Background: an optimization exercise with open tools, aiming at small area and a short achievable clock period. Do not read the settings as production practice. Only simulation tests tie the RTL to the original design; equivalence was not proved.

## sig_altmult_add
module sig_altmult_add
(
	input signed [15:0] dataa, datab, datac, datad,
	input 		clock, aclr,
	output reg 	[32:0] result
);
Size: roughly 1,600 cells after synthesis, about 210 flip-flops, ~99 I/O pins.
==> flow/config.mk <==
export PLATFORM = sky130hd
export DESIGN_NAME = sig_altmult_add
export DESIGN_NICKNAME = sig_altmult_add
export VERILOG_FILES = /design/flow/design.v
export SDC_FILE = /design/flow/constraint.sdc
export NUM_CORES = 4
export LEC_CHECK = 0
export CAP_MARGIN = 20
export CORE_MARGIN = 2
export CORE_UTILIZATION = 40
export CTS_BUF_LIST = sky130_fd_sc_hd__clkbuf_16
export CTS_CLUSTER_DIAMETER = 100
export CTS_CLUSTER_SIZE = 28
export SETUP_SLACK_MARGIN = 4.0
export SLEW_MARGIN = 20
==> flow/constraint.sdc <==
create_clock -name core_clock -period 7.0 [get_ports {clock}]
set_input_delay 1.4000 -clock core_clock [delete_from_list [all_inputs] [get_ports {clock}]]
set_output_delay 1.4000 -clock core_clock [all_outputs]
set_load 0.01 [all_outputs]
standard.sh (not shown) runs the stock make flow with config.mk's settings and CLKGATE_MAP_FILE= SYNTH_SCRIPT=/design/flow/synth_recipe.tcl, a recipe that flattens the netlist after the stock synthesis.
==> flow/flow/run.sh <==
#!/bin/bash
set -uo pipefail
here=$(pwd)
bash standard.sh "SYNTH_ARGS=-noabc" \
  "BUFFER_PORTS_ARGS=-buffer_cell sky130_fd_sc_hd__buf_1" \
  "POST_FLOORPLAN_TCL=$here/flow/upsize.tcl" finish > run_make.log 2>&1
status=$?
tail -20 run_make.log
exit $status
==> flow/flow/upsize.tcl <==
foreach inst [get_cells -quiet {a_r* c_r* m0_* m1_*}] {
  if {[get_property [get_lib_cells -of_objects $inst] name] == "sky130_fd_sc_hd__dfxtp_1"} {
    replace_cell $inst sky130_fd_sc_hd__dfxtp_4
  }
}
Next try:
GPL_ROUTABILITY_DRIVEN = 0   (was unset)
SETUP_SLACK_MARGIN = 3.95   (was 4.0)
Result: The new run completed with no timing, DRC or antenna violations. Via count grows by 0.68%. Routed wire length shrinks by 0.45%. Worst setup slack gets worse by 51 ps. Global-route usage stays flat. Final cell count shrinks by 0.86%. Synthesized area stays the same. Cell area shrinks by 1.6%. Core utilization shrinks by 0.70 points.
Next try:
GPL_ROUTABILITY_DRIVEN = unset   (was 0)
SETUP_SLACK_MARGIN = 3.85   (was 3.95)
After rerunning: The new run completed with no timing, DRC or antenna violations. Worst hold slack stays flat. Final area went down slightly. First-iteration DRC count went up by a quarter to a third. Global-route usage went down by 0.13 points. Clock-buffer cell count does not change. Cell count went down slightly. Worst setup slack degrades by 38 ps.
Next try:
PLACE_DENSITY = 0.8   (was unset)
SETUP_SLACK_MARGIN = 3.95   (was 3.85)
Effect: Routed wire length rose by 0.86%. Count of clock-buffer cells in the layout does not change. Final area rose by 1.8%. Core utilization rose by 0.81 points. Cell count rose by 0.53%. Worst hold slack got worse by 8.5 ps. Synthesized cell count is unchanged. Synthesized area does not change.

========
Another version of the RTL of sig_altmult_add (not shown whole).
Size: about 1,500 cells after synthesis, about 210 flip-flops.
Settings: LEC_CHECK=0, CAP_MARGIN=20, CORE_MARGIN=2, CORE_UTILIZATION=40, CTS_BUF_LIST=sky130_fd_sc_hd__clkbuf_8, CTS_CLUSTER_DIAMETER=60, CTS_CLUSTER_SIZE=16, SETUP_SLACK_MARGIN=3.95, SLEW_MARGIN=20, TNS_END_PERCENT=30; clock period 7.0 ns.
Scripts as last shown in full above: flow/flow/run.sh, flow/flow/upsize.tcl
Edit:
--- a/flow/flow/upsize.tcl
+++ b/flow/flow/upsize.tcl
@@ -3 +3 @@
-    replace_cell $inst sky130_fd_sc_hd__dfxtp_4
+    replace_cell $inst sky130_fd_sc_hd__dfxtp_2
Settings changed: CTS_BUF_LIST sky130_fd_sc_hd__clkbuf_8 to default, CTS_CLUSTER_DIAMETER 60 to default, CTS_CLUSTER_SIZE 16 to default, TNS_END_PERCENT 30 to default.
Outcome: Worst hold slack degrades by 0.010 ns; global-route usage is higher by 0.13 points; register-to-register slack improves by 0.05 ns; die area is unchanged; fmax is higher by 1.6%; worst setup slack improves by 0.048 ns; design area is higher by 2.9%; clock-buffer cell count is higher by 10.
Edit:
--- a/flow/flow/upsize.tcl
+++ b/flow/flow/upsize.tcl
@@ -3 +3 @@
-    replace_cell $inst sky130_fd_sc_hd__dfxtp_2
+    replace_cell $inst sky130_fd_sc_hd__dfxtp_4
Settings changed: CTS_BUF_LIST from default to sky130_fd_sc_hd__clkbuf_8, CTS_CLUSTER_DIAMETER from default to 60, CTS_CLUSTER_SIZE from default to 16.
=> The changed run passed the timing, DRC and antenna checks. Die area stays the same. Count of clock-buffer cells in the layout fell by 8. Design area goes down by 1.6%. Wire length hardly moves. Worst hold slack gains 0.0040 ns. Register-to-register slack stays flat.
Edit:
Settings changed: SETUP_SLACK_MARGIN 3.95 to 4.05.
Result:
- The changed run ran to the end with no violations
- final area increases by a few percent
- via count climbs by a few percent
- first-iteration DRC count came out lower slightly
- maximum frequency goes down slightly
- final cell count climbs by a few percent
- utilization rises by 2.3 points

========
north:
Another version of the RTL of sig_altmult_add (not shown whole).
For scale: roughly 1,800 cells after synthesis, roughly 210 flip-flops, about 99 I/O pins, about 17,000 um^2 of cells after synthesis.
## sig_altmult_add
module sig_altmult_add
(
	input signed [15:0] dataa, datab, datac, datad,
	input 		clock, aclr,
	output reg 	[32:0] result
);
Settings: LEC_CHECK=0, ABC_AREA=1, CAP_MARGIN=20, CORE_MARGIN=2, CORE_UTILIZATION=40, SETUP_SLACK_MARGIN=3.5, SLEW_MARGIN=20; clock period 7.0 ns.
run.sh (not shown) runs the stock make flow with config.mk's settings and CLKGATE_MAP_FILE= SYNTH_SCRIPT=/design/flow/synth_recipe.tcl, a recipe that flattens the netlist after the stock synthesis.
Stock flow here: none of the scripts above is used.
north finished end to end and its layout was clean on timing, DRC and antenna.
diff inputs: north => south
- ABC_AREA removed (was 1)
- SETUP_SLACK_MARGIN changed from 3.5 to 3.8
==> flow/flow/run.sh (new file) <==
#!/bin/bash
set -uo pipefail
here=$(pwd)
bash standard.sh "SYNTH_ARGS=-noabc" \
  "BUFFER_PORTS_ARGS=-buffer_cell sky130_fd_sc_hd__buf_1" \
  "POST_FLOORPLAN_TCL=$here/flow/upsize.tcl" finish > run_make.log 2>&1
status=$?
tail -20 run_make.log
exit $status
==> flow/flow/upsize.tcl (new file) <==
foreach inst [get_cells -quiet {a_r* c_r* m0_* m1_*}] {
  if {[get_property [get_lib_cells -of_objects $inst] name] == "sky130_fd_sc_hd__dfxtp_1"} {
    replace_cell $inst sky130_fd_sc_hd__dfxtp_4
  }
}
==> flow/standard.sh (new file) <==
#!/bin/bash
# synth_recipe.tcl (not shown) runs the flow's synth.tcl, then flattens the netlist and writes it again
# the make line also repeats each setting of config.mk as NAME=value (left out here)
make -C /OpenROAD-flow-scripts/flow DESIGN_CONFIG=/design/flow/config.mk WORK_HOME=/design/flow/orfs CLKGATE_MAP_FILE= SYNTH_SCRIPT=/design/flow/synth_recipe.tcl "${@:-finish}"
removed: flow/run.sh
Looking at the reports, south completed the entire flow and the layout it produced met the timing, DRC and antenna checks.
north: all stages complete, timing, DRC and antenna checks passed
north has a lower via density per instance than south.
Lower share of the cycle needed by the critical path after routing goes to south over north.
Delta(number of buffers and inverters on the critical path, south - north) < 0
STATUS wire length: south wins against north
Looking only at post-route minimum period, and setting everything else aside, the lower value of south and north goes to south.
For east, these inputs were changed with respect to south:
- changing SETUP_SLACK_MARGIN from 3.8 to 3.5
The register cell area after layout was comparable across east and south.
east against south: share of cells above drive strength 1 moved down, routed wirelength normalized by instance count shows a reduction of 0.20 um, final worst-path setup slack saw a decrease, fraction of area in clock buffers and inverters moved up.

-- re-timing with driven ports --
No port has a modelled driver above. Below, the same layouts with a new extraction and two added sets of constraints. Step 1, drivers: a clkbuf_16 drives clock and a buf_2 each remaining input, both assumed. Step 2, shift: input delay + t, output delay - t, t = (earliest + latest rising clock arrival at the registers) / 2. This alone moves slack from input paths to output paths. Slacks: ideal / step 1 / step 2; pairs: ideal / step 1.
run	shift t [ns]	setup slack, ns	worst setup path at the end	pins driven straight from the clock port
the first run of note 1	0.544	4.053 / 4.053 / 4.053	register to register	1
the second run of note 1	0.546	4.001 / 4.001 / 4.001	register to register	1
the third run of note 1	0.552	3.964 / 3.964 / 3.964	register to register	1
the fourth run of note 1	0.544	4.003 / 4.003 / 4.003	register to register	1
the first run of note 2	0.598	3.894 / 3.894 / 3.894	register to register	1
the second run of note 2	0.571	3.942 / 3.942 / 3.942	register to register	1
the third run of note 2	0.611	3.950 / 3.909 / 3.950	register to register	1
the fourth run of note 2	0.610	3.919 / 3.919 / 3.919	register to register	1
north	0.590	3.529 / 3.529 / 3.529	register to register	1
south	0.582	3.836 / 3.836 / 3.836	register to register	1
east	0.577	3.685 / 3.685 / 3.685	register to register	1
After both steps every run listed still meets setup and hold.
